This is an optimization exercise on Yosys and OpenROAD, whose aim is small area, a short achievable clock period and few clock cycles, not a production implementation.
At most, simulation tests tie the RTL to the original design; equivalence was not proved.

==> inputs of 08-12 <==
==> flow/design.v (excerpt) <==
module geofence (clk, reset, X, Y, valid, is_inside);
input clk;
input reset;
input [9:0] X;
input [9:0] Y;
output reg valid;
output reg is_inside;
localparam S0 = 3'd0, S1 = 3'd1, S2 = 3'd2, S3 = 3'd3, SF = 3'd4;
reg [3:0] cnt;           
reg [2:0] st;
reg [9:0] px, py;        
reg       wsx, wsy;      
reg [9:0] wmx_n, wmy_n;      
wire [9:0] wmx = ~wmx_n, wmy = ~wmy_n;
reg       lsx, lsy, rsx, rsy;
reg [9:0] lmx_n, lmy, rmx, rmy_n;   
wire [9:0] lmx = ~lmx_n, rmy = ~rmy_n;
wire [10:0] dx = {1'b0, X} - {1'b0, px};
wire [10:0] dy = {1'b0, Y} - {1'b0, py};
wire       dsx = dx[10];
wire       dsy = dy[10];
wire [9:0] dmx = (dx[9:0] ^ {10{dsx}}) + {9'd0, dsx};
wire [9:0] dmy = (dy[9:0] ^ {10{dsy}}) + {9'd0, dsy};
wire       a_n, a_z, b_n, b_z;
xsign ua (.a(lmx), .b(wmy), .c(lmy), .d(wmx), .neg(a_n), .zero(a_z));   
xsign ub (.a(wmx), .b(rmy), .c(rmx), .d(wmy), .neg(b_n), .zero(b_z));   
wire lzx = lmx == 0, lzy = lmy == 0, wzx = wmx == 0, wzy = wmy == 0;
wire rzx = rmx == 0, rzy = rmy == 0;
wire a_s1 = lsx ^ wsy, a_s2 = lsy ^ wsx;
wire b_s1 = wsx ^ rsy, b_s2 = wsy ^ rsx;
wire [1:0] ca = (a_s1 != a_s2) ? (((lzx || wzy) && (lzy || wzx)) ? 2'b01 : {a_s1, 1'b0})
                               : (a_z ? 2'b01 : {a_s1 ^ a_n, 1'b0});
wire [1:0] cb = (b_s1 != b_s2) ? (((wzx || rzy) && (wzy || rzx)) ? 2'b01 : {b_s1, 1'b0})
  ...
==> flow/config.mk <==
export PLATFORM = sky130hd
export DESIGN_NAME = geofence
export DESIGN_NICKNAME = geofence
export VERILOG_FILES = /design/flow/design.v
export SDC_FILE = /design/flow/constraint.sdc
export NUM_CORES = 4
export LEC_CHECK = 0
export CAP_MARGIN = 20
export CORE_MARGIN = 2
export CORE_UTILIZATION = 40
export SLEW_MARGIN = 20
==> flow/constraint.sdc <==
create_clock -name core_clock -period 13.0 [get_ports {clk}]
set_input_delay 2.6000 -clock core_clock [delete_from_list [all_inputs] [get_ports {clk}]]
set_output_delay 2.6000 -clock core_clock [all_outputs]
set_load 0.01 [all_outputs]
standard.sh (not shown) runs the stock make flow with config.mk's settings and CLKGATE_MAP_FILE= SYNTH_SCRIPT=/design/flow/synth_recipe.tcl, a recipe that flattens the netlist after the stock synthesis.
==> flow/flow/run.sh <==
#!/bin/bash
# Standard ORFS layout with two additions (same clock period and constraints):
#  1. after the standard synthesis, flow/polarity.py removes the inverters that
#     Yosys's full-adder extraction leaves between adders (logic unchanged);
#  2. timing repair aims at a larger setup slack than the default.
set -euo pipefail
RES="$PWD/orfs/results/$FLOW_PLATFORM/geofence/base"
LIB="$FLOW_HOME/platforms/$FLOW_PLATFORM/lib/sky130_fd_sc_hd__tt_025C_1v80.lib"
bash standard.sh "$RES/1_2_yosys.v" > synth.log 2>&1
cp "$RES/1_2_yosys.v" 1_2_yosys.before_polarity.v
python3 flow/polarity.py "$RES/1_2_yosys.v" "$LIB" > polarity.log 2>&1
bash standard.sh SETUP_SLACK_6.5=MARGIN finish > layout.log 2>&1
Other scripts of this flow, unchanged in this note and not shown: flow/flow/polarity.py
==> 01-28: changes against 08-12 <==
--- a/flow/flow/run.sh
+++ b/flow/flow/run.sh
@@ -9,4 +9,4 @@
 bash standard.sh "$RES/1_2_yosys.v" > synth.log 2>&1
 cp "$RES/1_2_yosys.v" 1_2_yosys.before_polarity.v
 python3 flow/polarity.py "$RES/1_2_yosys.v" "$LIB" > polarity.log 2>&1
-bash standard.sh SETUP_SLACK_6.5=MARGIN finish > layout.log 2>&1
+bash standard.sh SETUP_SLACK_MARGIN=3 finish > layout.log 2>&1
--- a/flow/config.mk
+++ b/flow/config.mk
@@ -7,5 +7,6 @@
 export LEC_CHECK = 0
 export CAP_MARGIN = 20
 export CORE_MARGIN = 2
-export CORE_UTILIZATION = 40
+export CORE_UTILIZATION = 65
+export PLACE_DENSITY = 0.75
 export SLEW_MARGIN = 20
==> 07-04: changes against 08-12 <==
--- a/flow/flow/run.sh
+++ b/flow/flow/run.sh
@@ -9,4 +9,4 @@
 bash standard.sh "$RES/1_2_yosys.v" > synth.log 2>&1
 cp "$RES/1_2_yosys.v" 1_2_yosys.before_polarity.v
 python3 flow/polarity.py "$RES/1_2_yosys.v" "$LIB" > polarity.log 2>&1
-bash standard.sh SETUP_SLACK_6.5=MARGIN finish > layout.log 2>&1
+bash standard.sh SETUP_SLACK_MARGIN=6.5 finish > layout.log 2>&1
==> summary of the runs <==
In area after synthesis, 07-04 and 08-12 do not differ.
Final cell count: 01-28 < 08-12 < 07-04.
Between 07-04 and 08-12, the lower clock skew is in 07-04 (gap 2.4 ps).
The lowest register-to-register slack belongs to 01-28, the highest to 07-04.
==> figures <==
item                                                                   08-12        01-28        07-04
Outcome                                             timing/DRC/antenna clean  timing/DRC/antenna clean  timing/DRC/antenna clean
Fraction of layout instances using a drive strength above 1            3.04%        3.11%        17.0%
Die footprint                                                    42300 sq um  26300 sq um  42300 sq um
Transition time at the pin with the least slew margin                 959 ps      1080 ps       847 ps
Reg area                                                          2590 sq um   2590 sq um   2630 sq um
Die span in y                                                    206 microns  162 microns  206 microns
Last weighted congestion value of the routability-driven placer        0.836        0.885        0.835
Register-to-register setup slack                                     5450 ps      5180 ps      6590 ps
Number of buffers and inverters on the critical path                       3            2            4
No run of this note included a check of the RTL's function; only the layout flow was run.

* * *

==> run a <==
geofence, a different RTL version from the one above (not shown whole).
clock: 13.0 ns
lec_check: 0
cap_margin: 20
core_margin: 2
core_utilization: 40
setup_slack_margin: 5
slew_margin: 20
run.sh (not shown) runs the stock make flow with config.mk's settings and CLKGATE_MAP_FILE= SYNTH_SCRIPT=/design/flow/synth_recipe.tcl, a recipe that flattens the netlist after the stock synthesis.
Stock flow here: none of the scripts above is used.
==> run b (differences from run a) <==
--- a/flow/design.v
+++ b/flow/design.v
@@ -520,11 +520,48 @@
 assign {t598, t597} = {1'b0, t518} + {1'b0, t559} + {1'b0, t558};
 assign {t600, t599} = {1'b0, t522} + {1'b0, t561} + {1'b0, t560};
 assign {t602, t601} = {1'b0, t526} + {1'b0, t563} + {1'b0, t562};
 assign {t604, t603} = {1'b0, t220} + {1'b0, t528} + {1'b0, t564};
 wire [20:0] r1 = {1'b1, t603, t601, t599, t597, t595, t593, t591, t589, t587, t585, t583, t581, t579, t577, t575, t573, t571, t569, t567, t3};
 wire [20:0] r2 = {t604, t602, t600, t598, t596, t594, t592, t590, t588, t586, t584, t582, t580, t578, t576, t574, t572, t570, t568, t566, t565};
-wire [20:0] s = r1 + r2;
-assign neg = s[20];
+wire cg0_0 = (r1[1] & r2[1]) | ((r1[1] | r2[1]) & (r1[0] & r2[0]));
+wire cp0_0 = (r1[1] | r2[1]) & (r1[0] | r2[0]);
+wire cg0_2 = (r1[3] & r2[3]) | ((r1[3] | r2[3]) & (r1[2] & r2[2]));
+wire cp0_2 = (r1[3] | r2[3]) & (r1[2] | r2[2]);
+wire cg0_4 = (r1[5] & r2[5]) | ((r1[5] | r2[5]) & (r1[4] & r2[4]));
+wire cp0_4 = (r1[5] | r2[5]) & (r1[4] | r2[4]);
+wire cg0_6 = (r1[7] & r2[7]) | ((r1[7] | r2[7]) & (r1[6] & r2[6]));
+wire cp0_6 = (r1[7] | r2[7]) & (r1[6] | r2[6]);
+wire cg0_8 = (r1[9] & r2[9]) | ((r1[9] | r2[9]) & (r1[8] & r2[8]));
+wire cp0_8 = (r1[9] | r2[9]) & (r1[8] | r2[8]);
+wire cg0_10 = (r1[11] & r2[11]) | ((r1[11] | r2[11]) & (r1[10] & r2[10]));
+wire cp0_10 = (r1[11] | r2[11]) & (r1[10] | r2[10]);
+wire cg0_12 = (r1[13] & r2[13]) | ((r1[13] | r2[13]) & (r1[12] & r2[12]));
+wire cp0_12 = (r1[13] | r2[13]) & (r1[12] | r2[12]);
+wire cg0_14 = (r1[15] & r2[15]) | ((r1[15] | r2[15]) & (r1[14] & r2[14]));
+wire cp0_14 = (r1[15] | r2[15]) & (r1[14] | r2[14]);
+wire cg0_16 = (r1[17] & r2[17]) | ((r1[17] | r2[17]) & (r1[16] & r2[16]));
+wire cp0_16 = (r1[17] | r2[17]) & (r1[16] | r2[16]);
+wire cg0_18 = (r1[19] & r2[19]) | ((r1[19] | r2[19]) & (r1[18] & r2[18]));
+wire cp0_18 = (r1[19] | r2[19]) & (r1[18] | r2[18]);
+wire cg1_0 = cg0_2 | (cp0_2 & cg0_0);
+wire cp1_0 = cp0_2 & cp0_0;
+wire cg1_2 = cg0_6 | (cp0_6 & cg0_4);
+wire cp1_2 = cp0_6 & cp0_4;
+wire cg1_4 = cg0_10 | (cp0_10 & cg0_8);
+wire cp1_4 = cp0_10 & cp0_8;
+wire cg1_6 = cg0_14 | (cp0_14 & cg0_12);
+wire cp1_6 = cp0_14 & cp0_12;
+wire cg1_8 = cg0_18 | (cp0_18 & cg0_16);
+wire cp1_8 = cp0_18 & cp0_16;
+wire cg2_0 = cg1_2 | (cp1_2 & cg1_0);
+wire cp2_0 = cp1_2 & cp1_0;
+wire cg2_2 = cg1_6 | (cp1_6 & cg1_4);
+wire cp2_2 = cp1_6 & cp1_4;
+wire cg3_0 = cg2_2 | (cp2_2 & cg2_0);
+wire cp3_0 = cp2_2 & cp2_0;
+wire cg4_0 = cg1_8 | (cp1_8 & cg3_0);
+wire cp4_0 = cp1_8 & cp3_0;
+assign neg = r1[20] ^ r2[20] ^ cg4_0;
 wire [20:0] zc = {r1[19:0] | r2[19:0], 1'b0};
 assign zero = ((r1 ^ r2) == zc);
 endmodule
==> flow/flow/run.sh (new file) <==
#!/bin/bash
# Standard ORFS layout, with timing repair aimed at a setup slack of 7.5 ns
# (the clock period and constraints are the design's).
set -euo pipefail
bash standard.sh SETUP_SLACK_MARGIN=7.5 finish > standard_flow.log 2>&1
==> flow/standard.sh (new file) <==
#!/bin/bash
# synth_recipe.tcl (not shown) runs the flow's synth.tcl, then flattens the netlist and writes it again
# the make line also repeats each setting of config.mk as NAME=value (left out here)
make -C /OpenROAD-flow-scripts/flow DESIGN_CONFIG=/design/flow/config.mk WORK_HOME=/design/flow/orfs CLKGATE_MAP_FILE= SYNTH_SCRIPT=/design/flow/synth_recipe.tcl "${@:-finish}"
- SETUP_SLACK_MARGIN: 5 -> unset
removed: flow/run.sh
==> summary.txt <==
outcome complete, no violations; commonest non-fill, non-tap cell in the layout fa_1; synthesized area 17500 µm²; slowest CP cell dfxtp_1; worst setup margin about 5500 ps; post-synthesis sequential area ratio 14.8%; Reg2Reg Depth 22; total core area 43100 µm²; RSZ-0062 raised after global routing no; GR Util met2 35.6%; logic depth of the worst path, buffers included 22; final period utilization 58.0%; worst hold endpoint is_inside$_DFFE_PP0P_; FMAX 133 MHz; commonest cells after routing, fill and taps aside fa_1, inv_1, nand2_1, ha_1, and2_1
(the above is from run a)
==> summary.txt <==
outcome complete, no violations; FMAX 139 MHz; final period utilization a little under three fifths; delay of the slowest cell on the worst path 560 ps; logic depth of the worst path, buffers included 23; worst hold endpoint cnt[2]$_DFF_PP0_; worst setup margin 5820 ps; dpl hpwl 33000 µm; commonest cells after routing, fill and taps aside inv_1, fa_1, ha_1, nand2_1, buf_4; GR Util met2 37.7%; asr flop ratio synth 9.47%; Avg Inst Size Synth 9.84 µm²; total core area roughly 43000 µm²; RSZ-0062 raised after global routing yes; slowest CP cell fa_1; Reg2Reg Depth 23
(the above is from run b)
Testbench counts of run a, summed over its fixed seeds: cycles 12,800.
For run b, only the layout was checked, not whether the RTL still works.

* * *

==> indigo: inputs <==
Another version of the RTL of geofence (not shown whole).
==> flow/design.v (excerpt) <==
module geofence (clk, reset, X, Y, valid, is_inside);
input clk;
input reset;
input [9:0] X;
input [9:0] Y;
output reg valid;
output reg is_inside;
localparam S0 = 2'd0, S1 = 2'd1, S3 = 2'd3;
reg [3:0] cnt;           
reg [1:0] st;
reg       sf;
reg [9:0] px, py;        
reg       wsx, wsy;      
reg [9:0] wmx, wmy_n;        
wire [9:0] wmy = ~wmy_n;
reg       lsx, lsy, rsx, rsy;
reg [9:0] lmx_n, lmy, rmx_n, rmy;       
wire [9:0] lmx = ~lmx_n, rmx = ~rmx_n;
wire [10:0] dx = {1'b0, X} - {1'b0, px};
wire [10:0] dy = {1'b0, Y} - {1'b0, py};
wire       dsx = dx[10];
wire       dsy = dy[10];
wire [9:0] dmx = (dx[9:0] ^ {10{dsx}}) + {9'd0, dsx};
wire [9:0] dmy = (dy[9:0] ^ {10{dsy}}) + {9'd0, dsy};
wire lzx = lmx == 0, lzy = lmy == 0, wzx = wmx == 0, wzy = wmy == 0;
wire rzx = rmx == 0, rzy = rmy == 0;
wire a_s1 = lsx ^ wsy, a_s2 = lsy ^ wsx;      
wire b_s1 = wsy ^ rsx, b_s2 = wsx ^ rsy;      
wire a_n, a_z, b_n, b_z;
xsign ua (.a(lmx), .b(wmy), .c(lmy), .d(wmx), .inj(a_s1),  .neg(a_n), .zero(a_z));
xsign ub (.a(wmy), .b(rmx), .c(wmx), .d(rmy), .inj(!b_s1), .neg(b_n), .zero(b_z));
wire a_fz = (lzx || wzy) && (lzy || wzx);     
wire b_fz = (wzy || rzx) && (wzx || rzy);
wire a_neg  = (a_s1 != a_s2) ? (a_s1 && !a_fz) : (a_s1 ^ a_n);
wire a_zero = (a_s1 != a_s2) ? a_fz : a_z;
wire b_neg  = (b_s1 != b_s2) ? (!b_s1 && !b_fz) : !(b_s1 ^ b_n);
wire b_zero = (b_s1 != b_s2) ? b_fz : b_z;
wire w_zero = wzx && wzy;
  ...
Settings: LEC_CHECK=0, CAP_MARGIN=20, CORE_MARGIN=2, CORE_UTILIZATION=40, SLEW_MARGIN=20; clock period 13.0 ns.
standard.sh (not shown) runs the stock make flow with config.mk's settings and CLKGATE_MAP_FILE= SYNTH_SCRIPT=/design/flow/synth_recipe.tcl, a recipe that flattens the netlist after the stock synthesis.
==> flow/flow/run.sh <==
#!/bin/bash
# Standard ORFS layout with two additions (same clock period and constraints):
#  1. after the standard synthesis, flow/polarity.py removes the inverters that
#     Yosys's full-adder extraction leaves between adders (logic unchanged);
#  2. timing repair aims at a larger setup slack than the default.
set -euo pipefail
RES="$PWD/orfs/results/$FLOW_PLATFORM/geofence/base"
LIB="$FLOW_HOME/platforms/$FLOW_PLATFORM/lib/sky130_fd_sc_hd__tt_025C_1v80.lib"
bash standard.sh "$RES/1_2_yosys.v" > synth.log 2>&1
cp "$RES/1_2_yosys.v" 1_2_yosys.before_polarity.v
python3 flow/polarity.py "$RES/1_2_yosys.v" "$LIB" > polarity.log 2>&1
bash standard.sh SETUP_SLACK_MARGIN=6 finish > layout.log 2>&1
Other scripts of this flow, unchanged in this note and not shown: flow/flow/polarity.py
==> fjord (differences from indigo) <==
Settings changed: ABC_AREA from default to 1.
==> summary.txt <==
share of cells above drive strength 1 0.0275; Hold Path End cnt[0]; per-cell routed wire length 18.0 um; first-pass GRT wire length between 60000 and 70000 um; Buffers excl. clock 33; max_slew headroom 0.454; Worst Setup EP rsx; outcome timing/DRC/antenna clean; placed cells between 2000 and 2500; vias in the first global route around 13000; Die Span X around 210 um; met3 Use GR 0.0445
[end of results for fjord]
==> summary.txt <==
placed cells around 2100; outcome timing/DRC/antenna clean; Die Span X 203 um; vias in the first global route roughly 13000; max_slew headroom 0.464; share of cells above drive strength 1 0.0597; Buffers excl. clock between 80 and 90; per-cell routed wire length 20.0 um
[end of results for indigo]
Testbench counts of indigo, summed over its fixed seeds: cycles 12,800.
Testbench counts of fjord, summed over its fixed seeds: cycles 12,800.

## port drivers added, routing unchanged
No port has a modelled driver above. Below, the same layouts with a new extraction and two added sets of constraints.
Step 1 sets driving cells, clkbuf_16 on the clock port and buf_2 on the other inputs (assumed; they add their load-dependent delay and slew).
Step 2 times the ports against the registers' clock, not the clock port: input delays grow and output delays shrink by t, the midpoint of the rising clock arrivals with the driver on.
Slacks: ideal ports / drivers / drivers and shift; pairs: ideal ports / drivers.
run | t, ns | setup WS [ns] | latest minus earliest clock arrival (ns) | cell pins on the clock port's net
08-12 | 0.395 | 5.448 / 5.448 / 5.448 | 0.010 / 0.011 | 1
01-28 | 0.403 | 5.183 / 5.183 / 5.183 | 0.012 / 0.012 | 1
07-04 | 0.413 | 6.593 / 6.593 / 6.522 | 0.008 / 0.008 | 1
run a | 0.392 | 5.463 / 5.463 / 5.463 | 0.014 / 0.014 | 1
run b | 0.390 | 5.823 / 5.823 / 5.823 | 0.012 / 0.012 | 1
indigo | 0.380 | 6.207 / 6.207 / 6.207 | 0.011 / 0.012 | 1
fjord | 0.382 | 6.374 / 6.374 / 6.374 | 0.008 / 0.008 | 1
After both steps setup and hold are still met in every run listed. For 07-04, which loses most, drivers alone change the setup slack by 0.000 ns; drivers and shift together by -0.071 ns.
